What follows belongs to an exercise in optimizing a design on an open flow for small area; a production flow would make more cautious choices.
In this exercise RTL edits were held to simulation tests only and were not proved equivalent to the original.
Power figures rest on the tool's default switching activity, not on a simulated workload. No driver is modelled on the clock port, so clocking that relies on it looks cheaper here than on a real chip.

==> flow/design.v (outline; a module is shown in full before it is edited, if it fits) <==
// module fa: 4 lines
// module ha: 4 lines
// module ppb: 3 lines
// module mac0: 266 lines
// module mac: 298 lines
// module mack: 323 lines
// module mux: 7 lines
// module register: 8 lines
// module shift_reg: 17 lines
// module max_data: 15 lines
// module conv_final: 86 lines
// module max_pooling: 30 lines
// module cnn_layer1: 34 lines
module cnn_layer1 (
    input          clk,
    input          reset,
    input  [15:0]  pxl_in,
    input          i_data_valid,
    input  [143:0] i_kernel_data,
    output [15:0]  conv_out,
    output         conv_valid,
    output [15:0]  pool_out,
    output         pool_valid
);
  // ...
==> flow/flow/run.sh <==
#!/bin/bash
# Layout flow: the standard flow (standard.sh, unchanged synthesis), with
#  - the input and output port buffers made of the smallest buffer, and
#  - a clock tree without dummy loads, larger sink clusters.
# make's output goes to standard.log here; ORFS keeps each step's log under
# orfs/logs.
set -euo pipefail
export BUFFER_PORTS_ARGS="-buffer_cell sky130_fd_sc_hd__buf_1"
export CTS_ARGS="-sink_clustering_enable -repair_clock_nets -dont_use_dummy_load -sink_clustering_size 30 -sink_clustering_max_diameter 120 -buf_list {sky130_fd_sc_hd__clkbuf_8 sky130_fd_sc_hd__clkbuf_16}"
bash standard.sh finish > standard.log 2>&1
==> flow/standard.sh <==
#!/bin/bash
# synth_recipe.tcl (not shown) runs the flow's synth.tcl, then flattens the netlist and writes it again
# the make line also repeats each setting of config.mk as NAME=value (left out here)
make -C /OpenROAD-flow-scripts/flow DESIGN_CONFIG=/design/flow/config.mk WORK_HOME=/design/flow/orfs CLKGATE_MAP_FILE= SYNTH_SCRIPT=/design/flow/synth_recipe.tcl "${@:-finish}"
==> flow/config.mk <==
export PLATFORM = sky130hd
export DESIGN_NAME = cnn_layer1
export DESIGN_NICKNAME = cnn_layer1
export VERILOG_FILES = /design/flow/design.v
export SDC_FILE = /design/flow/constraint.sdc
export NUM_CORES = 4
export LEC_CHECK = 0
export CAP_MARGIN = 20
export CELL_PAD_IN_SITES_DETAIL_PLACEMENT = 1
export CORE_MARGIN = 2
export CORE_UTILIZATION = 40
export SLEW_MARGIN = 20
export SYNTH_HIERARCHICAL = 1
==> flow/constraint.sdc <==
create_clock -name core_clock -period 8.0 [get_ports {clk}]
set_input_delay 1.6000 -clock core_clock [delete_from_list [all_inputs] [get_ports {clk}]]
set_output_delay 1.6000 -clock core_clock [all_outputs]
set_load 0.01 [all_outputs]
==> summary.txt, run 1 <==
vias per inst 5.94; Worst R2R End C1.r_22.out[15]; hold-fix buffers at CTS 0; Avg Inst Size Synth 14.5 um^2; Worst Setup End Kind register; Metal-1 WL 56000 um; Fin. Hold Viols 0; sequential power 10.4 mW; R2R setup slack 0.92 ns; I/O pins 197; Signal buf overhead 3.01%; largest class registers; reg-to-reg startpoint C1.sel_r; via count 32000; ClkCell Share 2.32%; gr usage total 22.7%; Combinational Power 6.77 mW; crit-path max FO 25; commonest non-fill, non-tap cell in the layout dfxtp_1; Worst Path Buf+Inv 1; Setup CP Type register to register; setup TNS 0 ns; EDFF count, synth 0; simple-gate portion of the synthesized area 5.93%; row count 128; number of global-route vias before repair 32400; Layout Utilization 44.3%; synthesis-to-layout area growth 9.81%; DP Worst Slack 0.302 ns; critical path depth 21; number of H-tree levels 2; ys flop type dfxtp_1; outcome complete, no violations; CLK BUF 50; grt peak-use layer met2; nonclk inv count 102
==> module mac0, before the edit <==
module mac0 (input [15:0] x, input [15:0] x3, input [15:0] w, output [15:0] out);
    wire s1_0 = w[0] & ~w[1];
    wire s2_0 = ~w[0] & w[1];
    wire s3_0 = w[0] & w[1];
    wire s1_1 = w[2] & ~w[3];
    wire s2_1 = ~w[2] & w[3];
    wire s3_1 = w[2] & w[3];
    wire s1_2 = w[4] & ~w[5];
    wire s2_2 = ~w[4] & w[5];
    wire s3_2 = w[4] & w[5];
    wire s1_3 = w[6] & ~w[7];
    wire s2_3 = ~w[6] & w[7];
    wire s3_3 = w[6] & w[7];
    wire s1_4 = w[8] & ~w[9];
    wire s2_4 = ~w[8] & w[9];
    wire s3_4 = w[8] & w[9];
    wire s1_5 = w[10] & ~w[11];
    wire s2_5 = ~w[10] & w[11];
    wire s3_5 = w[10] & w[11];
    wire s1_6 = w[12] & ~w[13];
    wire s2_6 = ~w[12] & w[13];
    wire s3_6 = w[12] & w[13];
    wire s1_7 = w[14] & ~w[15];
    wire s2_7 = ~w[14] & w[15];
    wire s3_7 = w[14] & w[15];
    assign out[0] = ~((s1_0 & x[0]) | (s3_0 & x3[0]));
    ppb up0_1 (.s1(s1_0), .a(x[1]), .s2(s2_0), .b(x[0]), .s3(s3_0), .c(x3[1]), .y(out[1]));
    wire p0_2;
    ppb up0_2 (.s1(s1_0), .a(x[2]), .s2(s2_0), .b(x[1]), .s3(s3_0), .c(x3[2]), .y(p0_2));
    wire p0_3;
    ppb up0_3 (.s1(s1_0), .a(x[3]), .s2(s2_0), .b(x[2]), .s3(s3_0), .c(x3[3]), .y(p0_3));
    wire p0_4;
    ppb up0_4 (.s1(s1_0), .a(x[4]), .s2(s2_0), .b(x[3]), .s3(s3_0), .c(x3[4]), .y(p0_4));
    wire p0_5;
    ppb up0_5 (.s1(s1_0), .a(x[5]), .s2(s2_0), .b(x[4]), .s3(s3_0), .c(x3[5]), .y(p0_5));
    wire p0_6;
    ppb up0_6 (.s1(s1_0), .a(x[6]), .s2(s2_0), .b(x[5]), .s3(s3_0), .c(x3[6]), .y(p0_6));
    wire p0_7;
    ppb up0_7 (.s1(s1_0), .a(x[7]), .s2(s2_0), .b(x[6]), .s3(s3_0), .c(x3[7]), .y(p0_7));
    wire p0_8;
    ppb up0_8 (.s1(s1_0), .a(x[8]), .s2(s2_0), .b(x[7]), .s3(s3_0), .c(x3[8]), .y(p0_8));
    wire p0_9;
    ppb up0_9 (.s1(s1_0), .a(x[9]), .s2(s2_0), .b(x[8]), .s3(s3_0), .c(x3[9]), .y(p0_9));
    wire p0_10;
    ppb up0_10 (.s1(s1_0), .a(x[10]), .s2(s2_0), .b(x[9]), .s3(s3_0), .c(x3[10]), .y(p0_10));
    wire p0_11;
    ppb up0_11 (.s1(s1_0), .a(x[11]), .s2(s2_0), .b(x[10]), .s3(s3_0), .c(x3[11]), .y(p0_11));
    wire p0_12;
    ppb up0_12 (.s1(s1_0), .a(x[12]), .s2(s2_0), .b(x[11]), .s3(s3_0), .c(x3[12]), .y(p0_12));
    wire p0_13;
    ppb up0_13 (.s1(s1_0), .a(x[13]), .s2(s2_0), .b(x[12]), .s3(s3_0), .c(x3[13]), .y(p0_13));
    wire p0_14;
    ppb up0_14 (.s1(s1_0), .a(x[14]), .s2(s2_0), .b(x[13]), .s3(s3_0), .c(x3[14]), .y(p0_14));
    wire p0_15;
    ppb up0_15 (.s1(s1_0), .a(x[15]), .s2(s2_0), .b(x[14]), .s3(s3_0), .c(x3[15]), .y(p0_15));
    wire p1_2 = ~((s1_1 & x[0]) | (s3_1 & x3[0]));
    wire p1_3;
    ppb up1_3 (.s1(s1_1), .a(x[1]), .s2(s2_1), .b(x[0]), .s3(s3_1), .c(x3[1]), .y(p1_3));
    wire p1_4;
    ppb up1_4 (.s1(s1_1), .a(x[2]), .s2(s2_1), .b(x[1]), .s3(s3_1), .c(x3[2]), .y(p1_4));
    wire p1_5;
    ppb up1_5 (.s1(s1_1), .a(x[3]), .s2(s2_1), .b(x[2]), .s3(s3_1), .c(x3[3]), .y(p1_5));
    wire p1_6;
    ppb up1_6 (.s1(s1_1), .a(x[4]), .s2(s2_1), .b(x[3]), .s3(s3_1), .c(x3[4]), .y(p1_6));
    wire p1_7;
    ppb up1_7 (.s1(s1_1), .a(x[5]), .s2(s2_1), .b(x[4]), .s3(s3_1), .c(x3[5]), .y(p1_7));
    wire p1_8;
    ppb up1_8 (.s1(s1_1), .a(x[6]), .s2(s2_1), .b(x[5]), .s3(s3_1), .c(x3[6]), .y(p1_8));
    wire p1_9;
    ppb up1_9 (.s1(s1_1), .a(x[7]), .s2(s2_1), .b(x[6]), .s3(s3_1), .c(x3[7]), .y(p1_9));
    wire p1_10;
    ppb up1_10 (.s1(s1_1), .a(x[8]), .s2(s2_1), .b(x[7]), .s3(s3_1), .c(x3[8]), .y(p1_10));
    wire p1_11;
    ppb up1_11 (.s1(s1_1), .a(x[9]), .s2(s2_1), .b(x[8]), .s3(s3_1), .c(x3[9]), .y(p1_11));
    wire p1_12;
    ppb up1_12 (.s1(s1_1), .a(x[10]), .s2(s2_1), .b(x[9]), .s3(s3_1), .c(x3[10]), .y(p1_12));
    wire p1_13;
    ppb up1_13 (.s1(s1_1), .a(x[11]), .s2(s2_1), .b(x[10]), .s3(s3_1), .c(x3[11]), .y(p1_13));
    wire p1_14;
    ppb up1_14 (.s1(s1_1), .a(x[12]), .s2(s2_1), .b(x[11]), .s3(s3_1), .c(x3[12]), .y(p1_14));
    wire p1_15;
    ppb up1_15 (.s1(s1_1), .a(x[13]), .s2(s2_1), .b(x[12]), .s3(s3_1), .c(x3[13]), .y(p1_15));
    wire p2_4 = ~((s1_2 & x[0]) | (s3_2 & x3[0]));
    wire p2_5;
    ppb up2_5 (.s1(s1_2), .a(x[1]), .s2(s2_2), .b(x[0]), .s3(s3_2), .c(x3[1]), .y(p2_5));
    wire p2_6;
    ppb up2_6 (.s1(s1_2), .a(x[2]), .s2(s2_2), .b(x[1]), .s3(s3_2), .c(x3[2]), .y(p2_6));
    wire p2_7;
    ppb up2_7 (.s1(s1_2), .a(x[3]), .s2(s2_2), .b(x[2]), .s3(s3_2), .c(x3[3]), .y(p2_7));
    wire p2_8;
    ppb up2_8 (.s1(s1_2), .a(x[4]), .s2(s2_2), .b(x[3]), .s3(s3_2), .c(x3[4]), .y(p2_8));
    wire p2_9;
    ppb up2_9 (.s1(s1_2), .a(x[5]), .s2(s2_2), .b(x[4]), .s3(s3_2), .c(x3[5]), .y(p2_9));
    wire p2_10;
    ppb up2_10 (.s1(s1_2), .a(x[6]), .s2(s2_2), .b(x[5]), .s3(s3_2), .c(x3[6]), .y(p2_10));
    wire p2_11;
    ppb up2_11 (.s1(s1_2), .a(x[7]), .s2(s2_2), .b(x[6]), .s3(s3_2), .c(x3[7]), .y(p2_11));
    wire p2_12;
    ppb up2_12 (.s1(s1_2), .a(x[8]), .s2(s2_2), .b(x[7]), .s3(s3_2), .c(x3[8]), .y(p2_12));
    wire p2_13;
    ppb up2_13 (.s1(s1_2), .a(x[9]), .s2(s2_2), .b(x[8]), .s3(s3_2), .c(x3[9]), .y(p2_13));
    wire p2_14;
    ppb up2_14 (.s1(s1_2), .a(x[10]), .s2(s2_2), .b(x[9]), .s3(s3_2), .c(x3[10]), .y(p2_14));
    wire p2_15;
    ppb up2_15 (.s1(s1_2), .a(x[11]), .s2(s2_2), .b(x[10]), .s3(s3_2), .c(x3[11]), .y(p2_15));
    wire p3_6 = ~((s1_3 & x[0]) | (s3_3 & x3[0]));
    wire p3_7;
    ppb up3_7 (.s1(s1_3), .a(x[1]), .s2(s2_3), .b(x[0]), .s3(s3_3), .c(x3[1]), .y(p3_7));
    wire p3_8;
    ppb up3_8 (.s1(s1_3), .a(x[2]), .s2(s2_3), .b(x[1]), .s3(s3_3), .c(x3[2]), .y(p3_8));
    wire p3_9;
    ppb up3_9 (.s1(s1_3), .a(x[3]), .s2(s2_3), .b(x[2]), .s3(s3_3), .c(x3[3]), .y(p3_9));
    wire p3_10;
    ppb up3_10 (.s1(s1_3), .a(x[4]), .s2(s2_3), .b(x[3]), .s3(s3_3), .c(x3[4]), .y(p3_10));
    wire p3_11;
    ppb up3_11 (.s1(s1_3), .a(x[5]), .s2(s2_3), .b(x[4]), .s3(s3_3), .c(x3[5]), .y(p3_11));
    wire p3_12;
    ppb up3_12 (.s1(s1_3), .a(x[6]), .s2(s2_3), .b(x[5]), .s3(s3_3), .c(x3[6]), .y(p3_12));
    wire p3_13;
    ppb up3_13 (.s1(s1_3), .a(x[7]), .s2(s2_3), .b(x[6]), .s3(s3_3), .c(x3[7]), .y(p3_13));
    wire p3_14;
    ppb up3_14 (.s1(s1_3), .a(x[8]), .s2(s2_3), .b(x[7]), .s3(s3_3), .c(x3[8]), .y(p3_14));
    wire p3_15;
    ppb up3_15 (.s1(s1_3), .a(x[9]), .s2(s2_3), .b(x[8]), .s3(s3_3), .c(x3[9]), .y(p3_15));
    wire p4_8 = ~((s1_4 & x[0]) | (s3_4 & x3[0]));
    wire p4_9;
    ppb up4_9 (.s1(s1_4), .a(x[1]), .s2(s2_4), .b(x[0]), .s3(s3_4), .c(x3[1]), .y(p4_9));
    wire p4_10;
    ppb up4_10 (.s1(s1_4), .a(x[2]), .s2(s2_4), .b(x[1]), .s3(s3_4), .c(x3[2]), .y(p4_10));
    wire p4_11;
    ppb up4_11 (.s1(s1_4), .a(x[3]), .s2(s2_4), .b(x[2]), .s3(s3_4), .c(x3[3]), .y(p4_11));
    wire p4_12;
    ppb up4_12 (.s1(s1_4), .a(x[4]), .s2(s2_4), .b(x[3]), .s3(s3_4), .c(x3[4]), .y(p4_12));
    wire p4_13;
    ppb up4_13 (.s1(s1_4), .a(x[5]), .s2(s2_4), .b(x[4]), .s3(s3_4), .c(x3[5]), .y(p4_13));
    wire p4_14;
    ppb up4_14 (.s1(s1_4), .a(x[6]), .s2(s2_4), .b(x[5]), .s3(s3_4), .c(x3[6]), .y(p4_14));
    wire p4_15;
    ppb up4_15 (.s1(s1_4), .a(x[7]), .s2(s2_4), .b(x[6]), .s3(s3_4), .c(x3[7]), .y(p4_15));
    wire p5_10 = ~((s1_5 & x[0]) | (s3_5 & x3[0]));
    wire p5_11;
    ppb up5_11 (.s1(s1_5), .a(x[1]), .s2(s2_5), .b(x[0]), .s3(s3_5), .c(x3[1]), .y(p5_11));
    wire p5_12;
    ppb up5_12 (.s1(s1_5), .a(x[2]), .s2(s2_5), .b(x[1]), .s3(s3_5), .c(x3[2]), .y(p5_12));
    wire p5_13;
    ppb up5_13 (.s1(s1_5), .a(x[3]), .s2(s2_5), .b(x[2]), .s3(s3_5), .c(x3[3]), .y(p5_13));
    wire p5_14;
    ppb up5_14 (.s1(s1_5), .a(x[4]), .s2(s2_5), .b(x[3]), .s3(s3_5), .c(x3[4]), .y(p5_14));
    wire p5_15;
    ppb up5_15 (.s1(s1_5), .a(x[5]), .s2(s2_5), .b(x[4]), .s3(s3_5), .c(x3[5]), .y(p5_15));
    wire p6_12 = ~((s1_6 & x[0]) | (s3_6 & x3[0]));
    wire p6_13;
    ppb up6_13 (.s1(s1_6), .a(x[1]), .s2(s2_6), .b(x[0]), .s3(s3_6), .c(x3[1]), .y(p6_13));
    wire p6_14;
    ppb up6_14 (.s1(s1_6), .a(x[2]), .s2(s2_6), .b(x[1]), .s3(s3_6), .c(x3[2]), .y(p6_14));
    wire p6_15;
    ppb up6_15 (.s1(s1_6), .a(x[3]), .s2(s2_6), .b(x[2]), .s3(s3_6), .c(x3[3]), .y(p6_15));
    wire p7_14 = ~((s1_7 & x[0]) | (s3_7 & x3[0]));
    wire p7_15;
    ppb up7_15 (.s1(s1_7), .a(x[1]), .s2(s2_7), .b(x[0]), .s3(s3_7), .c(x3[1]), .y(p7_15));
    wire t2;
    ha ut1 (.a(p0_2), .b(p1_2), .s(out[2]), .co(t2));
    wire t4;
    fa ut3 (.a(p0_3), .b(p1_3), .c(t2), .s(out[3]), .co(t4));
    wire t5, t6;
    fa ut5 (.a(p0_4), .b(p1_4), .c(p2_4), .s(t5), .co(t6));
    wire t8;
    ha ut7 (.a(t5), .b(t4), .s(out[4]), .co(t8));
    wire t9, t10;
    fa ut9 (.a(p0_5), .b(p1_5), .c(p2_5), .s(t9), .co(t10));
    wire t12;
    fa ut11 (.a(t6), .b(t9), .c(t8), .s(out[5]), .co(t12));
    wire t13, t14;
    fa ut13 (.a(p0_6), .b(p1_6), .c(p2_6), .s(t13), .co(t14));
    wire t15, t16;
    fa ut15 (.a(p3_6), .b(t10), .c(t13), .s(t15), .co(t16));
    wire t18;
    ha ut17 (.a(t15), .b(t12), .s(out[6]), .co(t18));
    wire t19, t20;
    fa ut19 (.a(p0_7), .b(p1_7), .c(p2_7), .s(t19), .co(t20));
    wire t21, t22;
    fa ut21 (.a(p3_7), .b(t14), .c(t19), .s(t21), .co(t22));
    wire t24;
    fa ut23 (.a(t16), .b(t21), .c(t18), .s(out[7]), .co(t24));
    wire t25, t26;
    fa ut25 (.a(p0_8), .b(p1_8), .c(p2_8), .s(t25), .co(t26));
    wire t27, t28;
    fa ut27 (.a(p3_8), .b(p4_8), .c(t20), .s(t27), .co(t28));
    wire t29, t30;
    fa ut29 (.a(t25), .b(t27), .c(t22), .s(t29), .co(t30));
    wire t32;
    ha ut31 (.a(t29), .b(t24), .s(out[8]), .co(t32));
    wire t33, t34;
    fa ut33 (.a(p0_9), .b(p1_9), .c(p2_9), .s(t33), .co(t34));
    wire t35, t36;
    fa ut35 (.a(p3_9), .b(p4_9), .c(t26), .s(t35), .co(t36));
    wire t37, t38;
    fa ut37 (.a(t33), .b(t28), .c(t35), .s(t37), .co(t38));
    wire t40;
    fa ut39 (.a(t30), .b(t37), .c(t32), .s(out[9]), .co(t40));
    wire t41, t42;
    fa ut41 (.a(p0_10), .b(p1_10), .c(p2_10), .s(t41), .co(t42));
    wire t43, t44;
    fa ut43 (.a(p3_10), .b(p4_10), .c(p5_10), .s(t43), .co(t44));
    wire t45, t46;
    fa ut45 (.a(t34), .b(t41), .c(t43), .s(t45), .co(t46));
    wire t47, t48;
    fa ut47 (.a(t36), .b(t45), .c(t38), .s(t47), .co(t48));
    wire t50;
    ha ut49 (.a(t47), .b(t40), .s(out[10]), .co(t50));
    wire t51, t52;
    fa ut51 (.a(p0_11), .b(p1_11), .c(p2_11), .s(t51), .co(t52));
    wire t53, t54;
    fa ut53 (.a(p3_11), .b(p4_11), .c(p5_11), .s(t53), .co(t54));
    wire t55, t56;
    fa ut55 (.a(t42), .b(t44), .c(t51), .s(t55), .co(t56));
    wire t57, t58;
    fa ut57 (.a(t53), .b(t46), .c(t55), .s(t57), .co(t58));
    wire t60;
    fa ut59 (.a(t57), .b(t48), .c(t50), .s(out[11]), .co(t60));
    wire t61, t62;
    fa ut61 (.a(p0_12), .b(p1_12), .c(p2_12), .s(t61), .co(t62));
    wire t63, t64;
    fa ut63 (.a(p3_12), .b(p4_12), .c(p5_12), .s(t63), .co(t64));
    wire t65, t66;
    fa ut65 (.a(p6_12), .b(t52), .c(t54), .s(t65), .co(t66));
    wire t67, t68;
    fa ut67 (.a(t61), .b(t63), .c(t65), .s(t67), .co(t68));
    wire t69, t70;
    fa ut69 (.a(t56), .b(t58), .c(t67), .s(t69), .co(t70));
    wire t72;
    ha ut71 (.a(t69), .b(t60), .s(out[12]), .co(t72));
    wire t73, t74;
    fa ut73 (.a(p0_13), .b(p1_13), .c(p2_13), .s(t73), .co(t74));
    wire t75, t76;
    fa ut75 (.a(p3_13), .b(p4_13), .c(p5_13), .s(t75), .co(t76));
    wire t77, t78;
    fa ut77 (.a(p6_13), .b(t62), .c(t64), .s(t77), .co(t78));
    wire t79, t80;
    fa ut79 (.a(t73), .b(t75), .c(t66), .s(t79), .co(t80));
    wire t81, t82;
    fa ut81 (.a(t77), .b(t68), .c(t79), .s(t81), .co(t82));
    wire t84;
    fa ut83 (.a(t70), .b(t81), .c(t72), .s(out[13]), .co(t84));
    wire t85, t86;
    fa ut85 (.a(p0_14), .b(p1_14), .c(p2_14), .s(t85), .co(t86));
    wire t87, t88;
    fa ut87 (.a(p3_14), .b(p4_14), .c(p5_14), .s(t87), .co(t88));
    wire t89, t90;
    fa ut89 (.a(p6_14), .b(p7_14), .c(t74), .s(t89), .co(t90));
    wire t91, t92;
    fa ut91 (.a(t76), .b(t85), .c(t87), .s(t91), .co(t92));
    wire t93, t94;
    fa ut93 (.a(t78), .b(t89), .c(t91), .s(t93), .co(t94));
    wire t95, t96;
    fa ut95 (.a(t80), .b(t93), .c(t82), .s(t95), .co(t96));
    wire t98;
    ha ut97 (.a(t95), .b(t84), .s(out[14]), .co(t98));
    wire t99 = p0_15 ^ p1_15 ^ p2_15;
    wire t100 = p3_15 ^ p4_15 ^ p5_15;
    wire t101 = p6_15 ^ p7_15 ^ t86;
    wire t102 = t88 ^ t100 ^ t99;
    wire t103 = t90 ^ t101 ^ t92;
    wire t104 = t102 ^ t94 ^ t103;
    assign out[15] = t104 ^ t96 ^ t98;
endmodule
==> module mac, before the edit <==
module mac (input [15:0] x, input [15:0] x3, input [15:0] w, input [15:0] acc, output [15:0] out);
    wire s1_0 = w[0] & ~w[1];
    wire s2_0 = ~w[0] & w[1];
    wire s3_0 = w[0] & w[1];
    wire s1_1 = w[2] & ~w[3];
    wire s2_1 = ~w[2] & w[3];
    wire s3_1 = w[2] & w[3];
    wire s1_2 = w[4] & ~w[5];
    wire s2_2 = ~w[4] & w[5];
    wire s3_2 = w[4] & w[5];
    wire s1_3 = w[6] & ~w[7];
    wire s2_3 = ~w[6] & w[7];
    wire s3_3 = w[6] & w[7];
    wire s1_4 = w[8] & ~w[9];
    wire s2_4 = ~w[8] & w[9];
    wire s3_4 = w[8] & w[9];
    wire s1_5 = w[10] & ~w[11];
    wire s2_5 = ~w[10] & w[11];
    wire s3_5 = w[10] & w[11];
    wire s1_6 = w[12] & ~w[13];
    wire s2_6 = ~w[12] & w[13];
    wire s3_6 = w[12] & w[13];
    wire s1_7 = w[14] & ~w[15];
    wire s2_7 = ~w[14] & w[15];
    wire s3_7 = w[14] & w[15];
    wire p0_0 = ~((s1_0 & x[0]) | (s3_0 & x3[0]));
    wire p0_1;
    ppb up0_1 (.s1(s1_0), .a(x[1]), .s2(s2_0), .b(x[0]), .s3(s3_0), .c(x3[1]), .y(p0_1));
    wire p0_2;
    ppb up0_2 (.s1(s1_0), .a(x[2]), .s2(s2_0), .b(x[1]), .s3(s3_0), .c(x3[2]), .y(p0_2));
    wire p0_3;
    ppb up0_3 (.s1(s1_0), .a(x[3]), .s2(s2_0), .b(x[2]), .s3(s3_0), .c(x3[3]), .y(p0_3));
    wire p0_4;
    ppb up0_4 (.s1(s1_0), .a(x[4]), .s2(s2_0), .b(x[3]), .s3(s3_0), .c(x3[4]), .y(p0_4));
    wire p0_5;
    ppb up0_5 (.s1(s1_0), .a(x[5]), .s2(s2_0), .b(x[4]), .s3(s3_0), .c(x3[5]), .y(p0_5));
    wire p0_6;
    ppb up0_6 (.s1(s1_0), .a(x[6]), .s2(s2_0), .b(x[5]), .s3(s3_0), .c(x3[6]), .y(p0_6));
    wire p0_7;
    ppb up0_7 (.s1(s1_0), .a(x[7]), .s2(s2_0), .b(x[6]), .s3(s3_0), .c(x3[7]), .y(p0_7));
    wire p0_8;
    ppb up0_8 (.s1(s1_0), .a(x[8]), .s2(s2_0), .b(x[7]), .s3(s3_0), .c(x3[8]), .y(p0_8));
    wire p0_9;
    ppb up0_9 (.s1(s1_0), .a(x[9]), .s2(s2_0), .b(x[8]), .s3(s3_0), .c(x3[9]), .y(p0_9));
    wire p0_10;
    ppb up0_10 (.s1(s1_0), .a(x[10]), .s2(s2_0), .b(x[9]), .s3(s3_0), .c(x3[10]), .y(p0_10));
    wire p0_11;
    ppb up0_11 (.s1(s1_0), .a(x[11]), .s2(s2_0), .b(x[10]), .s3(s3_0), .c(x3[11]), .y(p0_11));
    wire p0_12;
    ppb up0_12 (.s1(s1_0), .a(x[12]), .s2(s2_0), .b(x[11]), .s3(s3_0), .c(x3[12]), .y(p0_12));
    wire p0_13;
    ppb up0_13 (.s1(s1_0), .a(x[13]), .s2(s2_0), .b(x[12]), .s3(s3_0), .c(x3[13]), .y(p0_13));
    wire p0_14;
    ppb up0_14 (.s1(s1_0), .a(x[14]), .s2(s2_0), .b(x[13]), .s3(s3_0), .c(x3[14]), .y(p0_14));
    wire p0_15;
    ppb up0_15 (.s1(s1_0), .a(x[15]), .s2(s2_0), .b(x[14]), .s3(s3_0), .c(x3[15]), .y(p0_15));
    wire p1_2 = ~((s1_1 & x[0]) | (s3_1 & x3[0]));
    wire p1_3;
    ppb up1_3 (.s1(s1_1), .a(x[1]), .s2(s2_1), .b(x[0]), .s3(s3_1), .c(x3[1]), .y(p1_3));
    wire p1_4;
    ppb up1_4 (.s1(s1_1), .a(x[2]), .s2(s2_1), .b(x[1]), .s3(s3_1), .c(x3[2]), .y(p1_4));
    wire p1_5;
    ppb up1_5 (.s1(s1_1), .a(x[3]), .s2(s2_1), .b(x[2]), .s3(s3_1), .c(x3[3]), .y(p1_5));
    wire p1_6;
    ppb up1_6 (.s1(s1_1), .a(x[4]), .s2(s2_1), .b(x[3]), .s3(s3_1), .c(x3[4]), .y(p1_6));
    wire p1_7;
    ppb up1_7 (.s1(s1_1), .a(x[5]), .s2(s2_1), .b(x[4]), .s3(s3_1), .c(x3[5]), .y(p1_7));
    wire p1_8;
    ppb up1_8 (.s1(s1_1), .a(x[6]), .s2(s2_1), .b(x[5]), .s3(s3_1), .c(x3[6]), .y(p1_8));
    wire p1_9;
    ppb up1_9 (.s1(s1_1), .a(x[7]), .s2(s2_1), .b(x[6]), .s3(s3_1), .c(x3[7]), .y(p1_9));
    wire p1_10;
    ppb up1_10 (.s1(s1_1), .a(x[8]), .s2(s2_1), .b(x[7]), .s3(s3_1), .c(x3[8]), .y(p1_10));
    wire p1_11;
    ppb up1_11 (.s1(s1_1), .a(x[9]), .s2(s2_1), .b(x[8]), .s3(s3_1), .c(x3[9]), .y(p1_11));
    wire p1_12;
    ppb up1_12 (.s1(s1_1), .a(x[10]), .s2(s2_1), .b(x[9]), .s3(s3_1), .c(x3[10]), .y(p1_12));
    wire p1_13;
    ppb up1_13 (.s1(s1_1), .a(x[11]), .s2(s2_1), .b(x[10]), .s3(s3_1), .c(x3[11]), .y(p1_13));
    wire p1_14;
    ppb up1_14 (.s1(s1_1), .a(x[12]), .s2(s2_1), .b(x[11]), .s3(s3_1), .c(x3[12]), .y(p1_14));
    wire p1_15;
    ppb up1_15 (.s1(s1_1), .a(x[13]), .s2(s2_1), .b(x[12]), .s3(s3_1), .c(x3[13]), .y(p1_15));
    wire p2_4 = ~((s1_2 & x[0]) | (s3_2 & x3[0]));
    wire p2_5;
    ppb up2_5 (.s1(s1_2), .a(x[1]), .s2(s2_2), .b(x[0]), .s3(s3_2), .c(x3[1]), .y(p2_5));
    wire p2_6;
    ppb up2_6 (.s1(s1_2), .a(x[2]), .s2(s2_2), .b(x[1]), .s3(s3_2), .c(x3[2]), .y(p2_6));
    wire p2_7;
    ppb up2_7 (.s1(s1_2), .a(x[3]), .s2(s2_2), .b(x[2]), .s3(s3_2), .c(x3[3]), .y(p2_7));
    wire p2_8;
    ppb up2_8 (.s1(s1_2), .a(x[4]), .s2(s2_2), .b(x[3]), .s3(s3_2), .c(x3[4]), .y(p2_8));
    wire p2_9;
    ppb up2_9 (.s1(s1_2), .a(x[5]), .s2(s2_2), .b(x[4]), .s3(s3_2), .c(x3[5]), .y(p2_9));
    wire p2_10;
    ppb up2_10 (.s1(s1_2), .a(x[6]), .s2(s2_2), .b(x[5]), .s3(s3_2), .c(x3[6]), .y(p2_10));
    wire p2_11;
    ppb up2_11 (.s1(s1_2), .a(x[7]), .s2(s2_2), .b(x[6]), .s3(s3_2), .c(x3[7]), .y(p2_11));
    wire p2_12;
    ppb up2_12 (.s1(s1_2), .a(x[8]), .s2(s2_2), .b(x[7]), .s3(s3_2), .c(x3[8]), .y(p2_12));
    wire p2_13;
    ppb up2_13 (.s1(s1_2), .a(x[9]), .s2(s2_2), .b(x[8]), .s3(s3_2), .c(x3[9]), .y(p2_13));
    wire p2_14;
    ppb up2_14 (.s1(s1_2), .a(x[10]), .s2(s2_2), .b(x[9]), .s3(s3_2), .c(x3[10]), .y(p2_14));
    wire p2_15;
    ppb up2_15 (.s1(s1_2), .a(x[11]), .s2(s2_2), .b(x[10]), .s3(s3_2), .c(x3[11]), .y(p2_15));
    wire p3_6 = ~((s1_3 & x[0]) | (s3_3 & x3[0]));
    wire p3_7;
    ppb up3_7 (.s1(s1_3), .a(x[1]), .s2(s2_3), .b(x[0]), .s3(s3_3), .c(x3[1]), .y(p3_7));
    wire p3_8;
    ppb up3_8 (.s1(s1_3), .a(x[2]), .s2(s2_3), .b(x[1]), .s3(s3_3), .c(x3[2]), .y(p3_8));
    wire p3_9;
    ppb up3_9 (.s1(s1_3), .a(x[3]), .s2(s2_3), .b(x[2]), .s3(s3_3), .c(x3[3]), .y(p3_9));
    wire p3_10;
    ppb up3_10 (.s1(s1_3), .a(x[4]), .s2(s2_3), .b(x[3]), .s3(s3_3), .c(x3[4]), .y(p3_10));
    wire p3_11;
    ppb up3_11 (.s1(s1_3), .a(x[5]), .s2(s2_3), .b(x[4]), .s3(s3_3), .c(x3[5]), .y(p3_11));
    wire p3_12;
    ppb up3_12 (.s1(s1_3), .a(x[6]), .s2(s2_3), .b(x[5]), .s3(s3_3), .c(x3[6]), .y(p3_12));
    wire p3_13;
    ppb up3_13 (.s1(s1_3), .a(x[7]), .s2(s2_3), .b(x[6]), .s3(s3_3), .c(x3[7]), .y(p3_13));
    wire p3_14;
    ppb up3_14 (.s1(s1_3), .a(x[8]), .s2(s2_3), .b(x[7]), .s3(s3_3), .c(x3[8]), .y(p3_14));
    wire p3_15;
    ppb up3_15 (.s1(s1_3), .a(x[9]), .s2(s2_3), .b(x[8]), .s3(s3_3), .c(x3[9]), .y(p3_15));
    wire p4_8 = ~((s1_4 & x[0]) | (s3_4 & x3[0]));
    wire p4_9;
    ppb up4_9 (.s1(s1_4), .a(x[1]), .s2(s2_4), .b(x[0]), .s3(s3_4), .c(x3[1]), .y(p4_9));
    wire p4_10;
    ppb up4_10 (.s1(s1_4), .a(x[2]), .s2(s2_4), .b(x[1]), .s3(s3_4), .c(x3[2]), .y(p4_10));
    wire p4_11;
    ppb up4_11 (.s1(s1_4), .a(x[3]), .s2(s2_4), .b(x[2]), .s3(s3_4), .c(x3[3]), .y(p4_11));
    wire p4_12;
    ppb up4_12 (.s1(s1_4), .a(x[4]), .s2(s2_4), .b(x[3]), .s3(s3_4), .c(x3[4]), .y(p4_12));
    wire p4_13;
    ppb up4_13 (.s1(s1_4), .a(x[5]), .s2(s2_4), .b(x[4]), .s3(s3_4), .c(x3[5]), .y(p4_13));
    wire p4_14;
    ppb up4_14 (.s1(s1_4), .a(x[6]), .s2(s2_4), .b(x[5]), .s3(s3_4), .c(x3[6]), .y(p4_14));
    wire p4_15;
    ppb up4_15 (.s1(s1_4), .a(x[7]), .s2(s2_4), .b(x[6]), .s3(s3_4), .c(x3[7]), .y(p4_15));
    wire p5_10 = ~((s1_5 & x[0]) | (s3_5 & x3[0]));
    wire p5_11;
    ppb up5_11 (.s1(s1_5), .a(x[1]), .s2(s2_5), .b(x[0]), .s3(s3_5), .c(x3[1]), .y(p5_11));
    wire p5_12;
    ppb up5_12 (.s1(s1_5), .a(x[2]), .s2(s2_5), .b(x[1]), .s3(s3_5), .c(x3[2]), .y(p5_12));
    wire p5_13;
    ppb up5_13 (.s1(s1_5), .a(x[3]), .s2(s2_5), .b(x[2]), .s3(s3_5), .c(x3[3]), .y(p5_13));
    wire p5_14;
    ppb up5_14 (.s1(s1_5), .a(x[4]), .s2(s2_5), .b(x[3]), .s3(s3_5), .c(x3[4]), .y(p5_14));
    wire p5_15;
    ppb up5_15 (.s1(s1_5), .a(x[5]), .s2(s2_5), .b(x[4]), .s3(s3_5), .c(x3[5]), .y(p5_15));
    wire p6_12 = ~((s1_6 & x[0]) | (s3_6 & x3[0]));
    wire p6_13;
    ppb up6_13 (.s1(s1_6), .a(x[1]), .s2(s2_6), .b(x[0]), .s3(s3_6), .c(x3[1]), .y(p6_13));
    wire p6_14;
    ppb up6_14 (.s1(s1_6), .a(x[2]), .s2(s2_6), .b(x[1]), .s3(s3_6), .c(x3[2]), .y(p6_14));
    wire p6_15;
    ppb up6_15 (.s1(s1_6), .a(x[3]), .s2(s2_6), .b(x[2]), .s3(s3_6), .c(x3[3]), .y(p6_15));
    wire p7_14 = ~((s1_7 & x[0]) | (s3_7 & x3[0]));
    wire p7_15;
    ppb up7_15 (.s1(s1_7), .a(x[1]), .s2(s2_7), .b(x[0]), .s3(s3_7), .c(x3[1]), .y(p7_15));
    wire t2;
    ha ut1 (.a(acc[0]), .b(p0_0), .s(out[0]), .co(t2));
    wire t4;
    fa ut3 (.a(acc[1]), .b(p0_1), .c(t2), .s(out[1]), .co(t4));
    wire t5, t6;
    fa ut5 (.a(acc[2]), .b(p0_2), .c(p1_2), .s(t5), .co(t6));
    wire t8;
    ha ut7 (.a(t5), .b(t4), .s(out[2]), .co(t8));
    wire t9, t10;
    fa ut9 (.a(acc[3]), .b(p0_3), .c(p1_3), .s(t9), .co(t10));
    wire t12;
    fa ut11 (.a(t6), .b(t9), .c(t8), .s(out[3]), .co(t12));
    wire t13, t14;
    fa ut13 (.a(acc[4]), .b(p0_4), .c(p1_4), .s(t13), .co(t14));
    wire t15, t16;
    fa ut15 (.a(p2_4), .b(t10), .c(t13), .s(t15), .co(t16));
    wire t18;
    ha ut17 (.a(t15), .b(t12), .s(out[4]), .co(t18));
    wire t19, t20;
    fa ut19 (.a(acc[5]), .b(p0_5), .c(p1_5), .s(t19), .co(t20));
    wire t21, t22;
    fa ut21 (.a(p2_5), .b(t14), .c(t19), .s(t21), .co(t22));
    wire t24;
    fa ut23 (.a(t16), .b(t21), .c(t18), .s(out[5]), .co(t24));
    wire t25, t26;
    fa ut25 (.a(acc[6]), .b(p0_6), .c(p1_6), .s(t25), .co(t26));
    wire t27, t28;
    fa ut27 (.a(p2_6), .b(p3_6), .c(t20), .s(t27), .co(t28));
    wire t29, t30;
    fa ut29 (.a(t25), .b(t27), .c(t22), .s(t29), .co(t30));
    wire t32;
    ha ut31 (.a(t29), .b(t24), .s(out[6]), .co(t32));
    wire t33, t34;
    fa ut33 (.a(acc[7]), .b(p0_7), .c(p1_7), .s(t33), .co(t34));
    wire t35, t36;
    fa ut35 (.a(p2_7), .b(p3_7), .c(t26), .s(t35), .co(t36));
    wire t37, t38;
    fa ut37 (.a(t33), .b(t28), .c(t35), .s(t37), .co(t38));
    wire t40;
    fa ut39 (.a(t30), .b(t37), .c(t32), .s(out[7]), .co(t40));
    wire t41, t42;
    fa ut41 (.a(acc[8]), .b(p0_8), .c(p1_8), .s(t41), .co(t42));
    wire t43, t44;
    fa ut43 (.a(p2_8), .b(p3_8), .c(p4_8), .s(t43), .co(t44));
    wire t45, t46;
    fa ut45 (.a(t34), .b(t41), .c(t43), .s(t45), .co(t46));
    wire t47, t48;
    fa ut47 (.a(t36), .b(t45), .c(t38), .s(t47), .co(t48));
    wire t50;
    ha ut49 (.a(t47), .b(t40), .s(out[8]), .co(t50));
    wire t51, t52;
    fa ut51 (.a(acc[9]), .b(p0_9), .c(p1_9), .s(t51), .co(t52));
    wire t53, t54;
    fa ut53 (.a(p2_9), .b(p3_9), .c(p4_9), .s(t53), .co(t54));
    wire t55, t56;
    fa ut55 (.a(t42), .b(t44), .c(t51), .s(t55), .co(t56));
    wire t57, t58;
    fa ut57 (.a(t53), .b(t46), .c(t55), .s(t57), .co(t58));
    wire t60;
    fa ut59 (.a(t57), .b(t48), .c(t50), .s(out[9]), .co(t60));
    wire t61, t62;
    fa ut61 (.a(acc[10]), .b(p0_10), .c(p1_10), .s(t61), .co(t62));
    wire t63, t64;
    fa ut63 (.a(p2_10), .b(p3_10), .c(p4_10), .s(t63), .co(t64));
    wire t65, t66;
    fa ut65 (.a(p5_10), .b(t52), .c(t54), .s(t65), .co(t66));
    wire t67, t68;
    fa ut67 (.a(t61), .b(t63), .c(t65), .s(t67), .co(t68));
    wire t69, t70;
    fa ut69 (.a(t56), .b(t58), .c(t67), .s(t69), .co(t70));
    wire t72;
    ha ut71 (.a(t69), .b(t60), .s(out[10]), .co(t72));
    wire t73, t74;
    fa ut73 (.a(acc[11]), .b(p0_11), .c(p1_11), .s(t73), .co(t74));
    wire t75, t76;
    fa ut75 (.a(p2_11), .b(p3_11), .c(p4_11), .s(t75), .co(t76));
    wire t77, t78;
    fa ut77 (.a(p5_11), .b(t62), .c(t64), .s(t77), .co(t78));
    wire t79, t80;
    fa ut79 (.a(t73), .b(t75), .c(t66), .s(t79), .co(t80));
    wire t81, t82;
    fa ut81 (.a(t77), .b(t68), .c(t79), .s(t81), .co(t82));
    wire t84;
    fa ut83 (.a(t70), .b(t81), .c(t72), .s(out[11]), .co(t84));
    wire t85, t86;
    fa ut85 (.a(acc[12]), .b(p0_12), .c(p1_12), .s(t85), .co(t86));
    wire t87, t88;
    fa ut87 (.a(p2_12), .b(p3_12), .c(p4_12), .s(t87), .co(t88));
    wire t89, t90;
    fa ut89 (.a(p5_12), .b(p6_12), .c(t74), .s(t89), .co(t90));
    wire t91, t92;
    fa ut91 (.a(t76), .b(t85), .c(t87), .s(t91), .co(t92));
    wire t93, t94;
    fa ut93 (.a(t78), .b(t89), .c(t91), .s(t93), .co(t94));
    wire t95, t96;
    fa ut95 (.a(t80), .b(t93), .c(t82), .s(t95), .co(t96));
    wire t98;
    ha ut97 (.a(t95), .b(t84), .s(out[12]), .co(t98));
    wire t99, t100;
    fa ut99 (.a(acc[13]), .b(p0_13), .c(p1_13), .s(t99), .co(t100));
    wire t101, t102;
    fa ut101 (.a(p2_13), .b(p3_13), .c(p4_13), .s(t101), .co(t102));
    wire t103, t104;
    fa ut103 (.a(p5_13), .b(p6_13), .c(t86), .s(t103), .co(t104));
    wire t105, t106;
    fa ut105 (.a(t88), .b(t101), .c(t99), .s(t105), .co(t106));
    wire t107, t108;
    fa ut107 (.a(t90), .b(t103), .c(t92), .s(t107), .co(t108));
    wire t109, t110;
    fa ut109 (.a(t105), .b(t94), .c(t107), .s(t109), .co(t110));
    wire t112;
    fa ut111 (.a(t109), .b(t96), .c(t98), .s(out[13]), .co(t112));
    wire t113, t114;
    fa ut113 (.a(acc[14]), .b(p0_14), .c(p1_14), .s(t113), .co(t114));
    wire t115, t116;
    fa ut115 (.a(p2_14), .b(p3_14), .c(p4_14), .s(t115), .co(t116));
    wire t117, t118;
    fa ut117 (.a(p5_14), .b(p6_14), .c(p7_14), .s(t117), .co(t118));
    wire t119, t120;
    fa ut119 (.a(t100), .b(t102), .c(t113), .s(t119), .co(t120));
    wire t121, t122;
    fa ut121 (.a(t115), .b(t117), .c(t104), .s(t121), .co(t122));
    wire t123, t124;
    fa ut123 (.a(t106), .b(t119), .c(t108), .s(t123), .co(t124));
    wire t125, t126;
    fa ut125 (.a(t121), .b(t110), .c(t123), .s(t125), .co(t126));
    wire t128;
    ha ut127 (.a(t125), .b(t112), .s(out[14]), .co(t128));
    wire t129 = acc[15] ^ p0_15 ^ p1_15;
    wire t130 = p2_15 ^ p3_15 ^ p4_15;
    wire t131 = p5_15 ^ p6_15 ^ p7_15;
    wire t132 = t114 ^ t116 ^ t118;
    wire t133 = t129 ^ t130 ^ t131;
    wire t134 = t132 ^ t120 ^ t133;
    wire t135 = t122 ^ t134 ^ t124;
    assign out[15] = t126 ^ t135 ^ t128;
endmodule
==> module max_data, before the edit <==
module max_data (
    input  [15:0] A,
    input  [15:0] B,
    output [15:0] Y
);
wire [16:0] c;
assign c[0] = 1'b0;
genvar i;
generate
    for (i = 0; i < 16; i = i + 1) begin : g
        assign c[i+1] = (A[i] & ~B[i]) | (A[i] & c[i]) | (~B[i] & c[i]);
    end
endgenerate
assign Y = c[16] ? A : B;
endmodule
==> inputs of run 2 (changes only) <==
--- a/flow/design.v
+++ b/flow/design.v
@@ -35,7 +35,7 @@
     wire s1_7 = w[14] & ~w[15];
     wire s2_7 = ~w[14] & w[15];
     wire s3_7 = w[14] & w[15];
-    assign out[0] = ~((s1_0 & x[0]) | (s3_0 & x3[0]));
+    assign out[0] = ~((w[0] & x[0]));
     ppb up0_1 (.s1(s1_0), .a(x[1]), .s2(s2_0), .b(x[0]), .s3(s3_0), .c(x3[1]), .y(out[1]));
     wire p0_2;
     ppb up0_2 (.s1(s1_0), .a(x[2]), .s2(s2_0), .b(x[1]), .s3(s3_0), .c(x3[2]), .y(p0_2));
@@ -65,7 +65,7 @@
     ppb up0_14 (.s1(s1_0), .a(x[14]), .s2(s2_0), .b(x[13]), .s3(s3_0), .c(x3[14]), .y(p0_14));
     wire p0_15;
     ppb up0_15 (.s1(s1_0), .a(x[15]), .s2(s2_0), .b(x[14]), .s3(s3_0), .c(x3[15]), .y(p0_15));
-    wire p1_2 = ~((s1_1 & x[0]) | (s3_1 & x3[0]));
+    wire p1_2 = ~((w[2] & x[0]));
     wire p1_3;
     ppb up1_3 (.s1(s1_1), .a(x[1]), .s2(s2_1), .b(x[0]), .s3(s3_1), .c(x3[1]), .y(p1_3));
     wire p1_4;
@@ -92,7 +92,7 @@
     ppb up1_14 (.s1(s1_1), .a(x[12]), .s2(s2_1), .b(x[11]), .s3(s3_1), .c(x3[12]), .y(p1_14));
     wire p1_15;
     ppb up1_15 (.s1(s1_1), .a(x[13]), .s2(s2_1), .b(x[12]), .s3(s3_1), .c(x3[13]), .y(p1_15));
-    wire p2_4 = ~((s1_2 & x[0]) | (s3_2 & x3[0]));
+    wire p2_4 = ~((w[4] & x[0]));
     wire p2_5;
     ppb up2_5 (.s1(s1_2), .a(x[1]), .s2(s2_2), .b(x[0]), .s3(s3_2), .c(x3[1]), .y(p2_5));
     wire p2_6;
@@ -115,7 +115,7 @@
     ppb up2_14 (.s1(s1_2), .a(x[10]), .s2(s2_2), .b(x[9]), .s3(s3_2), .c(x3[10]), .y(p2_14));
     wire p2_15;
     ppb up2_15 (.s1(s1_2), .a(x[11]), .s2(s2_2), .b(x[10]), .s3(s3_2), .c(x3[11]), .y(p2_15));
-    wire p3_6 = ~((s1_3 & x[0]) | (s3_3 & x3[0]));
+    wire p3_6 = ~((w[6] & x[0]));
     wire p3_7;
     ppb up3_7 (.s1(s1_3), .a(x[1]), .s2(s2_3), .b(x[0]), .s3(s3_3), .c(x3[1]), .y(p3_7));
     wire p3_8;
@@ -134,7 +134,7 @@
     ppb up3_14 (.s1(s1_3), .a(x[8]), .s2(s2_3), .b(x[7]), .s3(s3_3), .c(x3[8]), .y(p3_14));
     wire p3_15;
     ppb up3_15 (.s1(s1_3), .a(x[9]), .s2(s2_3), .b(x[8]), .s3(s3_3), .c(x3[9]), .y(p3_15));
-    wire p4_8 = ~((s1_4 & x[0]) | (s3_4 & x3[0]));
+    wire p4_8 = ~((w[8] & x[0]));
     wire p4_9;
     ppb up4_9 (.s1(s1_4), .a(x[1]), .s2(s2_4), .b(x[0]), .s3(s3_4), .c(x3[1]), .y(p4_9));
     wire p4_10;
@@ -149,7 +149,7 @@
     ppb up4_14 (.s1(s1_4), .a(x[6]), .s2(s2_4), .b(x[5]), .s3(s3_4), .c(x3[6]), .y(p4_14));
     wire p4_15;
     ppb up4_15 (.s1(s1_4), .a(x[7]), .s2(s2_4), .b(x[6]), .s3(s3_4), .c(x3[7]), .y(p4_15));
-    wire p5_10 = ~((s1_5 & x[0]) | (s3_5 & x3[0]));
+    wire p5_10 = ~((w[10] & x[0]));
     wire p5_11;
     ppb up5_11 (.s1(s1_5), .a(x[1]), .s2(s2_5), .b(x[0]), .s3(s3_5), .c(x3[1]), .y(p5_11));
     wire p5_12;
@@ -160,14 +160,14 @@
     ppb up5_14 (.s1(s1_5), .a(x[4]), .s2(s2_5), .b(x[3]), .s3(s3_5), .c(x3[4]), .y(p5_14));
     wire p5_15;
     ppb up5_15 (.s1(s1_5), .a(x[5]), .s2(s2_5), .b(x[4]), .s3(s3_5), .c(x3[5]), .y(p5_15));
-    wire p6_12 = ~((s1_6 & x[0]) | (s3_6 & x3[0]));
+    wire p6_12 = ~((w[12] & x[0]));
     wire p6_13;
     ppb up6_13 (.s1(s1_6), .a(x[1]), .s2(s2_6), .b(x[0]), .s3(s3_6), .c(x3[1]), .y(p6_13));
     wire p6_14;
     ppb up6_14 (.s1(s1_6), .a(x[2]), .s2(s2_6), .b(x[1]), .s3(s3_6), .c(x3[2]), .y(p6_14));
     wire p6_15;
     ppb up6_15 (.s1(s1_6), .a(x[3]), .s2(s2_6), .b(x[2]), .s3(s3_6), .c(x3[3]), .y(p6_15));
-    wire p7_14 = ~((s1_7 & x[0]) | (s3_7 & x3[0]));
+    wire p7_14 = ~((w[14] & x[0]));
     wire p7_15;
     ppb up7_15 (.s1(s1_7), .a(x[1]), .s2(s2_7), .b(x[0]), .s3(s3_7), .c(x3[1]), .y(p7_15));
     wire t2;
@@ -301,7 +301,7 @@
     wire s1_7 = w[14] & ~w[15];
     wire s2_7 = ~w[14] & w[15];
     wire s3_7 = w[14] & w[15];
-    wire p0_0 = ~((s1_0 & x[0]) | (s3_0 & x3[0]));
+    wire p0_0 = ~((w[0] & x[0]));
     wire p0_1;
     ppb up0_1 (.s1(s1_0), .a(x[1]), .s2(s2_0), .b(x[0]), .s3(s3_0), .c(x3[1]), .y(p0_1));
     wire p0_2;
@@ -332,7 +332,7 @@
     ppb up0_14 (.s1(s1_0), .a(x[14]), .s2(s2_0), .b(x[13]), .s3(s3_0), .c(x3[14]), .y(p0_14));
     wire p0_15;
     ppb up0_15 (.s1(s1_0), .a(x[15]), .s2(s2_0), .b(x[14]), .s3(s3_0), .c(x3[15]), .y(p0_15));
-    wire p1_2 = ~((s1_1 & x[0]) | (s3_1 & x3[0]));
+    wire p1_2 = ~((w[2] & x[0]));
     wire p1_3;
     ppb up1_3 (.s1(s1_1), .a(x[1]), .s2(s2_1), .b(x[0]), .s3(s3_1), .c(x3[1]), .y(p1_3));
     wire p1_4;
@@ -359,7 +359,7 @@
     ppb up1_14 (.s1(s1_1), .a(x[12]), .s2(s2_1), .b(x[11]), .s3(s3_1), .c(x3[12]), .y(p1_14));
     wire p1_15;
     ppb up1_15 (.s1(s1_1), .a(x[13]), .s2(s2_1), .b(x[12]), .s3(s3_1), .c(x3[13]), .y(p1_15));
-    wire p2_4 = ~((s1_2 & x[0]) | (s3_2 & x3[0]));
+    wire p2_4 = ~((w[4] & x[0]));
     wire p2_5;
     ppb up2_5 (.s1(s1_2), .a(x[1]), .s2(s2_2), .b(x[0]), .s3(s3_2), .c(x3[1]), .y(p2_5));
     wire p2_6;
@@ -382,7 +382,7 @@
     ppb up2_14 (.s1(s1_2), .a(x[10]), .s2(s2_2), .b(x[9]), .s3(s3_2), .c(x3[10]), .y(p2_14));
     wire p2_15;
     ppb up2_15 (.s1(s1_2), .a(x[11]), .s2(s2_2), .b(x[10]), .s3(s3_2), .c(x3[11]), .y(p2_15));
-    wire p3_6 = ~((s1_3 & x[0]) | (s3_3 & x3[0]));
+    wire p3_6 = ~((w[6] & x[0]));
     wire p3_7;
     ppb up3_7 (.s1(s1_3), .a(x[1]), .s2(s2_3), .b(x[0]), .s3(s3_3), .c(x3[1]), .y(p3_7));
     wire p3_8;
@@ -401,7 +401,7 @@
     ppb up3_14 (.s1(s1_3), .a(x[8]), .s2(s2_3), .b(x[7]), .s3(s3_3), .c(x3[8]), .y(p3_14));
     wire p3_15;
     ppb up3_15 (.s1(s1_3), .a(x[9]), .s2(s2_3), .b(x[8]), .s3(s3_3), .c(x3[9]), .y(p3_15));
-    wire p4_8 = ~((s1_4 & x[0]) | (s3_4 & x3[0]));
+    wire p4_8 = ~((w[8] & x[0]));
     wire p4_9;
     ppb up4_9 (.s1(s1_4), .a(x[1]), .s2(s2_4), .b(x[0]), .s3(s3_4), .c(x3[1]), .y(p4_9));
     wire p4_10;
@@ -416,7 +416,7 @@
     ppb up4_14 (.s1(s1_4), .a(x[6]), .s2(s2_4), .b(x[5]), .s3(s3_4), .c(x3[6]), .y(p4_14));
     wire p4_15;
     ppb up4_15 (.s1(s1_4), .a(x[7]), .s2(s2_4), .b(x[6]), .s3(s3_4), .c(x3[7]), .y(p4_15));
-    wire p5_10 = ~((s1_5 & x[0]) | (s3_5 & x3[0]));
+    wire p5_10 = ~((w[10] & x[0]));
     wire p5_11;
     ppb up5_11 (.s1(s1_5), .a(x[1]), .s2(s2_5), .b(x[0]), .s3(s3_5), .c(x3[1]), .y(p5_11));
     wire p5_12;
@@ -427,14 +427,14 @@
     ppb up5_14 (.s1(s1_5), .a(x[4]), .s2(s2_5), .b(x[3]), .s3(s3_5), .c(x3[4]), .y(p5_14));
     wire p5_15;
     ppb up5_15 (.s1(s1_5), .a(x[5]), .s2(s2_5), .b(x[4]), .s3(s3_5), .c(x3[5]), .y(p5_15));
-    wire p6_12 = ~((s1_6 & x[0]) | (s3_6 & x3[0]));
+    wire p6_12 = ~((w[12] & x[0]));
     wire p6_13;
     ppb up6_13 (.s1(s1_6), .a(x[1]), .s2(s2_6), .b(x[0]), .s3(s3_6), .c(x3[1]), .y(p6_13));
     wire p6_14;
     ppb up6_14 (.s1(s1_6), .a(x[2]), .s2(s2_6), .b(x[1]), .s3(s3_6), .c(x3[2]), .y(p6_14));
     wire p6_15;
     ppb up6_15 (.s1(s1_6), .a(x[3]), .s2(s2_6), .b(x[2]), .s3(s3_6), .c(x3[3]), .y(p6_15));
-    wire p7_14 = ~((s1_7 & x[0]) | (s3_7 & x3[0]));
+    wire p7_14 = ~((w[14] & x[0]));
     wire p7_15;
     ppb up7_15 (.s1(s1_7), .a(x[1]), .s2(s2_7), .b(x[0]), .s3(s3_7), .c(x3[1]), .y(p7_15));
     wire t2;
@@ -599,7 +599,7 @@
     wire s1_7 = w[14] & ~w[15];
     wire s2_7 = ~w[14] & w[15];
     wire s3_7 = w[14] & w[15];
-    wire p0_0 = ~((s1_0 & x[0]) | (s3_0 & x3[0]));
+    wire p0_0 = ~((w[0] & x[0]));
     wire p0_1;
     ppb up0_1 (.s1(s1_0), .a(x[1]), .s2(s2_0), .b(x[0]), .s3(s3_0), .c(x3[1]), .y(p0_1));
     wire p0_2;
@@ -630,7 +630,7 @@
     ppb up0_14 (.s1(s1_0), .a(x[14]), .s2(s2_0), .b(x[13]), .s3(s3_0), .c(x3[14]), .y(p0_14));
     wire p0_15;
     ppb up0_15 (.s1(s1_0), .a(x[15]), .s2(s2_0), .b(x[14]), .s3(s3_0), .c(x3[15]), .y(p0_15));
-    wire p1_2 = ~((s1_1 & x[0]) | (s3_1 & x3[0]));
+    wire p1_2 = ~((w[2] & x[0]));
     wire p1_3;
     ppb up1_3 (.s1(s1_1), .a(x[1]), .s2(s2_1), .b(x[0]), .s3(s3_1), .c(x3[1]), .y(p1_3));
     wire p1_4;
@@ -657,7 +657,7 @@
     ppb up1_14 (.s1(s1_1), .a(x[12]), .s2(s2_1), .b(x[11]), .s3(s3_1), .c(x3[12]), .y(p1_14));
     wire p1_15;
     ppb up1_15 (.s1(s1_1), .a(x[13]), .s2(s2_1), .b(x[12]), .s3(s3_1), .c(x3[13]), .y(p1_15));
-    wire p2_4 = ~((s1_2 & x[0]) | (s3_2 & x3[0]));
+    wire p2_4 = ~((w[4] & x[0]));
     wire p2_5;
     ppb up2_5 (.s1(s1_2), .a(x[1]), .s2(s2_2), .b(x[0]), .s3(s3_2), .c(x3[1]), .y(p2_5));
     wire p2_6;
@@ -680,7 +680,7 @@
     ppb up2_14 (.s1(s1_2), .a(x[10]), .s2(s2_2), .b(x[9]), .s3(s3_2), .c(x3[10]), .y(p2_14));
     wire p2_15;
     ppb up2_15 (.s1(s1_2), .a(x[11]), .s2(s2_2), .b(x[10]), .s3(s3_2), .c(x3[11]), .y(p2_15));
-    wire p3_6 = ~((s1_3 & x[0]) | (s3_3 & x3[0]));
+    wire p3_6 = ~((w[6] & x[0]));
     wire p3_7;
     ppb up3_7 (.s1(s1_3), .a(x[1]), .s2(s2_3), .b(x[0]), .s3(s3_3), .c(x3[1]), .y(p3_7));
     wire p3_8;
@@ -699,7 +699,7 @@
     ppb up3_14 (.s1(s1_3), .a(x[8]), .s2(s2_3), .b(x[7]), .s3(s3_3), .c(x3[8]), .y(p3_14));
     wire p3_15;
     ppb up3_15 (.s1(s1_3), .a(x[9]), .s2(s2_3), .b(x[8]), .s3(s3_3), .c(x3[9]), .y(p3_15));
-    wire p4_8 = ~((s1_4 & x[0]) | (s3_4 & x3[0]));
+    wire p4_8 = ~((w[8] & x[0]));
     wire p4_9;
     ppb up4_9 (.s1(s1_4), .a(x[1]), .s2(s2_4), .b(x[0]), .s3(s3_4), .c(x3[1]), .y(p4_9));
     wire p4_10;
@@ -714,7 +714,7 @@
     ppb up4_14 (.s1(s1_4), .a(x[6]), .s2(s2_4), .b(x[5]), .s3(s3_4), .c(x3[6]), .y(p4_14));
     wire p4_15;
     ppb up4_15 (.s1(s1_4), .a(x[7]), .s2(s2_4), .b(x[6]), .s3(s3_4), .c(x3[7]), .y(p4_15));
-    wire p5_10 = ~((s1_5 & x[0]) | (s3_5 & x3[0]));
+    wire p5_10 = ~((w[10] & x[0]));
     wire p5_11;
     ppb up5_11 (.s1(s1_5), .a(x[1]), .s2(s2_5), .b(x[0]), .s3(s3_5), .c(x3[1]), .y(p5_11));
     wire p5_12;
@@ -725,14 +725,14 @@
     ppb up5_14 (.s1(s1_5), .a(x[4]), .s2(s2_5), .b(x[3]), .s3(s3_5), .c(x3[4]), .y(p5_14));
     wire p5_15;
     ppb up5_15 (.s1(s1_5), .a(x[5]), .s2(s2_5), .b(x[4]), .s3(s3_5), .c(x3[5]), .y(p5_15));
-    wire p6_12 = ~((s1_6 & x[0]) | (s3_6 & x3[0]));
+    wire p6_12 = ~((w[12] & x[0]));
     wire p6_13;
     ppb up6_13 (.s1(s1_6), .a(x[1]), .s2(s2_6), .b(x[0]), .s3(s3_6), .c(x3[1]), .y(p6_13));
     wire p6_14;
     ppb up6_14 (.s1(s1_6), .a(x[2]), .s2(s2_6), .b(x[1]), .s3(s3_6), .c(x3[2]), .y(p6_14));
     wire p6_15;
     ppb up6_15 (.s1(s1_6), .a(x[3]), .s2(s2_6), .b(x[2]), .s3(s3_6), .c(x3[3]), .y(p6_15));
-    wire p7_14 = ~((s1_7 & x[0]) | (s3_7 & x3[0]));
+    wire p7_14 = ~((w[14] & x[0]));
     wire p7_15;
     ppb up7_15 (.s1(s1_7), .a(x[1]), .s2(s2_7), .b(x[0]), .s3(s3_7), .c(x3[1]), .y(p7_15));
     wire t2;
@@ -943,10 +943,20 @@
 genvar i;
 generate
     for (i = 0; i < 16; i = i + 1) begin : g
-        assign c[i+1] = (A[i] & ~B[i]) | (A[i] & c[i]) | (~B[i] & c[i]);
+        if (i == 0) begin : g0
+            assign c[1] = A[0] & ~B[0];
+        end else begin : gi
+            gt_cell G (.a(A[i]), .b(B[i]), .ci(c[i]), .co(c[i+1]));
+        end
+        sel_cell S (.s(c[16]), .a(A[i]), .b(B[i]), .y(Y[i]));
     end
 endgenerate
-assign Y = c[16] ? A : B;
+endmodule
+module gt_cell (input a, input b, input ci, output co);
+    assign co = (a & ~b) | (a & ci) | (~b & ci);
+endmodule
+module sel_cell (input s, input a, input b, output y);
+    assign y = s ? a : b;
 endmodule
 `timescale 1ns / 1ps
 module conv_final #(
--- a/flow/flow/run.sh
+++ b/flow/flow/run.sh
@@ -1,7 +1,8 @@
 #!/bin/bash
 # Layout flow: the standard flow (standard.sh, unchanged synthesis), with
 #  - the input and output port buffers made of the smallest buffer, and
-#  - a clock tree without dummy loads, larger sink clusters.
+#  - a clock tree without dummy loads, with sink clusters of up to 30
+#    flip-flops within 120 um.
 # make's output goes to standard.log here; ORFS keeps each step's log under
 # orfs/logs.
 set -euo pipefail
--- a/flow/config.mk
+++ b/flow/config.mk
@@ -9,5 +9,6 @@
 export CELL_PAD_IN_SITES_DETAIL_PLACEMENT = 1
 export CORE_MARGIN = 2
 export CORE_UTILIZATION = 40
+export GPL_TIMING_DRIVEN = 0
 export SLEW_MARGIN = 20
 export SYNTH_HIERARCHICAL = 1
==> run 2 against run 1 <==
Maximum frequency decreased by 9.0%. Cell area decreased by 2.8%. Die area decreased by 1.9%. Critical endpoint is now C1.r_02.out[15]. Synthesized cell count decreased by 2.9%. Core utilization decreased by 0.51 points. Sequential share of layout area increased by 1.4 points. Combinational power decreased by 3.8%. Setup slack got worse by 0.70 ns. Sequential power about the same. Clock power about the same. Via count decreased by 4.1%. Critical path depth unchanged.
==> summary.txt, run 2 <==
DIE AREA 123000 um^2 (was 126000 um^2); Fin. Hold Viols 0 (unchanged); die width 351 um (was 354 um); R2R setup slack 0.23 ns (was 0.92 ns); Worst R2R Path Depth 21 (unchanged); worst skew pair latency 0.65 ns (was 0.67 ns); remaining antenna violation count 0 (unchanged); RSZ-0062 raised after global routing false (unchanged); hold_ws 0.276 ns (was 0.278 ns); Slew headroom 19.5% (was 22.1%); CTS tree done (unchanged); drt first pass iters 14 (was 17); Clock Tree Buf Depth 3 (unchanged); Clock Sink Count 1257 (unchanged); reg-to-reg startpoint C1.x[1] (was C1.sel_r); global-route wire length before repair 203000 um (was 213000 um); Worst EP required 8.46 ns (was 8.54 ns); startpoint types input pin (was register); Worst Setup End Kind register (unchanged); hold crit path type register to register (unchanged); Critical Path AT 8.25 ns (was 7.62 ns); detailed placement HPWL 96600 um (was 107000 um); P per Cell Area 376 nW/um^2 (was 372 nW/um^2); Worst-Margin Slew 1.20 ns (was 1.17 ns); Post-Synthesis Cell Area 48200 um^2 (was 49100 um^2); Worst R2R End C1.r_02.out[15] (was C1.r_22.out[15]); gr ovfl total 0 (unchanged); min cycle time layout 7.79 ns (was 7.08 ns); share of cells above drive strength 1 6.43% (was 9.25%); fill count 12000 (was 12400); largest net degree at the start of global routing 46 (was 73); number of H-tree levels 2 (unchanged); crit-path max FO 15 (was 25); Worst IR Drop VDD 0.197 mV (was 0.260 mV); Syn Inst Count 3293 (was 3392); Die H 351 um (was 354 um); Clock transition at path regs 0.10 ns (was 0.11 ns); Port Buffers 196 (unchanged); via count 30700 (was 32000); vias per inst 5.93 (was 5.94); most frequent cells in the layout 1243 x dfxtp_1, 576 x a222oi_1, 490 x fa_1 (was 1255 x dfxtp_1, 576 x a222oi_1, 490 x fa_1); fin crit share 97.3% (was 88.6%); Post-Route WL 136000 um (was 144000 um); Layout Nets 4305 (was 4502); routability-driven placement congestion ratio 0.921 (was 0.930); Pleak 17.9 nW (was 18.8 nW); Final Max Slew Viols 0 (unchanged); Avg WL per Cell 26.2 um (was 26.8 um); Synth Warn # 13 (unchanged); Avg Inst Size Synth 14.6 um^2 (was 14.5 um^2); DRC errors left 0 (unchanged); row count 127 (was 128); Synthesized Nets 4051 (was 4150); Worst Skew 0.0653 ns (was 0.106 ns); clock root cell clkbuf_16 (unchanged); Initial Util 40.3% (about the same); initial antenna violation count 56 (was 51); number of global-route vias before repair 31800 (was 32400); highest clock rate 128 MHz (was 141 MHz); Regs by FF count C1.row_1.sr: 400 flops, C1.row_2.sr: 400 flops, MP1.Q.sr: 224 flops (unchanged); gr usage total 21.8% (was 22.7%); I/O pins 197 (unchanged); synthesis-to-layout area growth 8.75% (was 9.81%); Layout Utilization 43.8% (was 44.3%); outcome complete, no violations (unchanged); worst setup path start i_kernel_data[33] (was C1.sel_r); commonest non-fill, non-tap cell in the layout dfxtp_1 (unchanged); core area 120000 um^2 (was 122000 um^2); TritonCTS buffer count 50 (unchanged); initial drt markers 6326 (was 6947); CP endpoint C1.r_02.out[15] (was C1.r_22.out[15]); Setup CP Type input pin to register (was register to register); maxcap violations 0 (unchanged); endpoints failing setup 0 (unchanged)
-- run 2: cell types whose count changed in the layout (fill, tap and decap cells not counted), moves of 14 or more --
| cell | previous run | this run |
|---|---|---|
| clkbuf_1 | 0 | 14 |
| mux2_4 | 35 | 51 |
| maj3_2 | 0 | 30 |
| nor2b_1 | 155 | 136 |
| mux2_2 | 77 | 5 |
| buf_4 | 118 | 0 |
-- run 2: per-layer routing --
metal	share of wire (%)	vias to the layer above	wire [um]	GRT usage, %
met5	0.25	-	335	0
met4	3.5	46	4720	7.79
met3	13	328	17100	7.03
met2	45	1950	61600	34.0
met1	38	15400	52000	28.5
li1	-	12900	-	-
-- run 2: repair_timing --
action,in CTS,in global routing
gates resized for setup,0,7
endpoints found under the setup margin,0,4
setup buffers,0,0
hold buffers,0,0
-- run 2: worst max-delay path: stages --
cell and delay (ns):
buf_1 0.14, nor2b_1 0.82, a222oi_1 0.23, fa_1 0.54, ha_1 0.22, fa_1 0.38, ha_1 0.22, fa_1 0.37
ha_1 0.21, fa_1 0.37, ha_1 0.21, fa_1 0.36, ha_1 0.21, fa_1 0.37, ha_1 0.20, fa_1 0.37
ha_1 0.24, xnor2_1 0.15, xnor2_1 0.29, xnor3_1 0.40, xnor2_1 0.36
-- run 2: worst min path at each step --
stage / from / to / slack [ns] / cells past startpoint
3_5_place_dp: C1.row_1.sr[14][10] / C1.row_1.sr[15][10] / 0.31 / 0
5_1_grt: C1.row_1.sr[0][8] / C1.row_1.sr[1][8] / 0.27 / 0
6_report: C1.row_1.sr[0][14] / C1.row_1.sr[1][14] / 0.28 / 0
3_3_place_gp: C1.row_1.sr[15][0] / C1.row_1.sr[16][0] / 0.31 / 0
2_1_floorplan: C1.r_02.out[0] / C1.row_1.sr[0][0] / 0.31 / 0
4_1_cts: C1.row_1.sr[0][14] / C1.row_1.sr[1][14] / 0.28 / 0
-- run 2: through the flow --
stage	area [um^2]	worst slack (ns)	setup TNS (ns)	power, mW	instances
after floorplan	48200	0.614	0	14.0	3293
after global placement	50900	-0.610	-3.24	16.6	5101
after detailed placement	51100	-0.556	-2.96	16.9	5107
after CTS	52300	0.108	0	20.0	5157
after global routing	52400	0.0169	0	21.0	5162
final	52400	0.212	0	19.7	5174
-- run 2: final cells by class --
type,instances,area [um^2],share of cell area [%]
flip-flops and latches,1257,25200,48.1
repair buffers,202,856,1.63
clock buffers,50,1250,2.39
multi-input cells,1907,22500,42.9
well taps,1612,2020,3.85
plain buffers,21,149,0.284
diodes,17,42.5,0.0812
inverters,108,405,0.774
-- run 2: report_power, final --
part           switching (mW)  internal, mW  total (mW)
combinational            3.49          3.02        6.51
clock                    1.77          1.12        2.90
sequential               1.00          9.30        10.3

port drivers added, routing unchanged:
No port has a modelled driver above. Below, the same layouts with a new extraction and two added sets of constraints.
Step 1 (the two cells are an assumption about what drives the block):
set clk [get_ports {clk}]
set_driving_cell -lib_cell sky130_fd_sc_hd__clkbuf_16 $clk
set_driving_cell -lib_cell sky130_fd_sc_hd__buf_2 [delete_from_list [all_inputs] $clk]
Step 2 moves the port delays by t, midway between the first and last clock arrival at a register: inputs arrive t later, outputs are due t later. That takes back most of the time a late clock gives input paths.
Three values: ideal, step 1, step 2; two values: the first two.
| run | t (ns) | slack for setup (ns) | pins driven straight from the clock port |
|---|---|---|---|
| run 1 | 0.700 | 0.916 / 0.916 / 0.292 | 1 |
| run 2 | 0.683 | 0.212 / 0.182 / -0.501 | 1 |
With both steps, setup timing fails in run 2, where it was met with ideal ports. For run 2, which loses most, drivers alone change the setup slack by -0.030 ns; drivers and shift together by -0.713 ns.
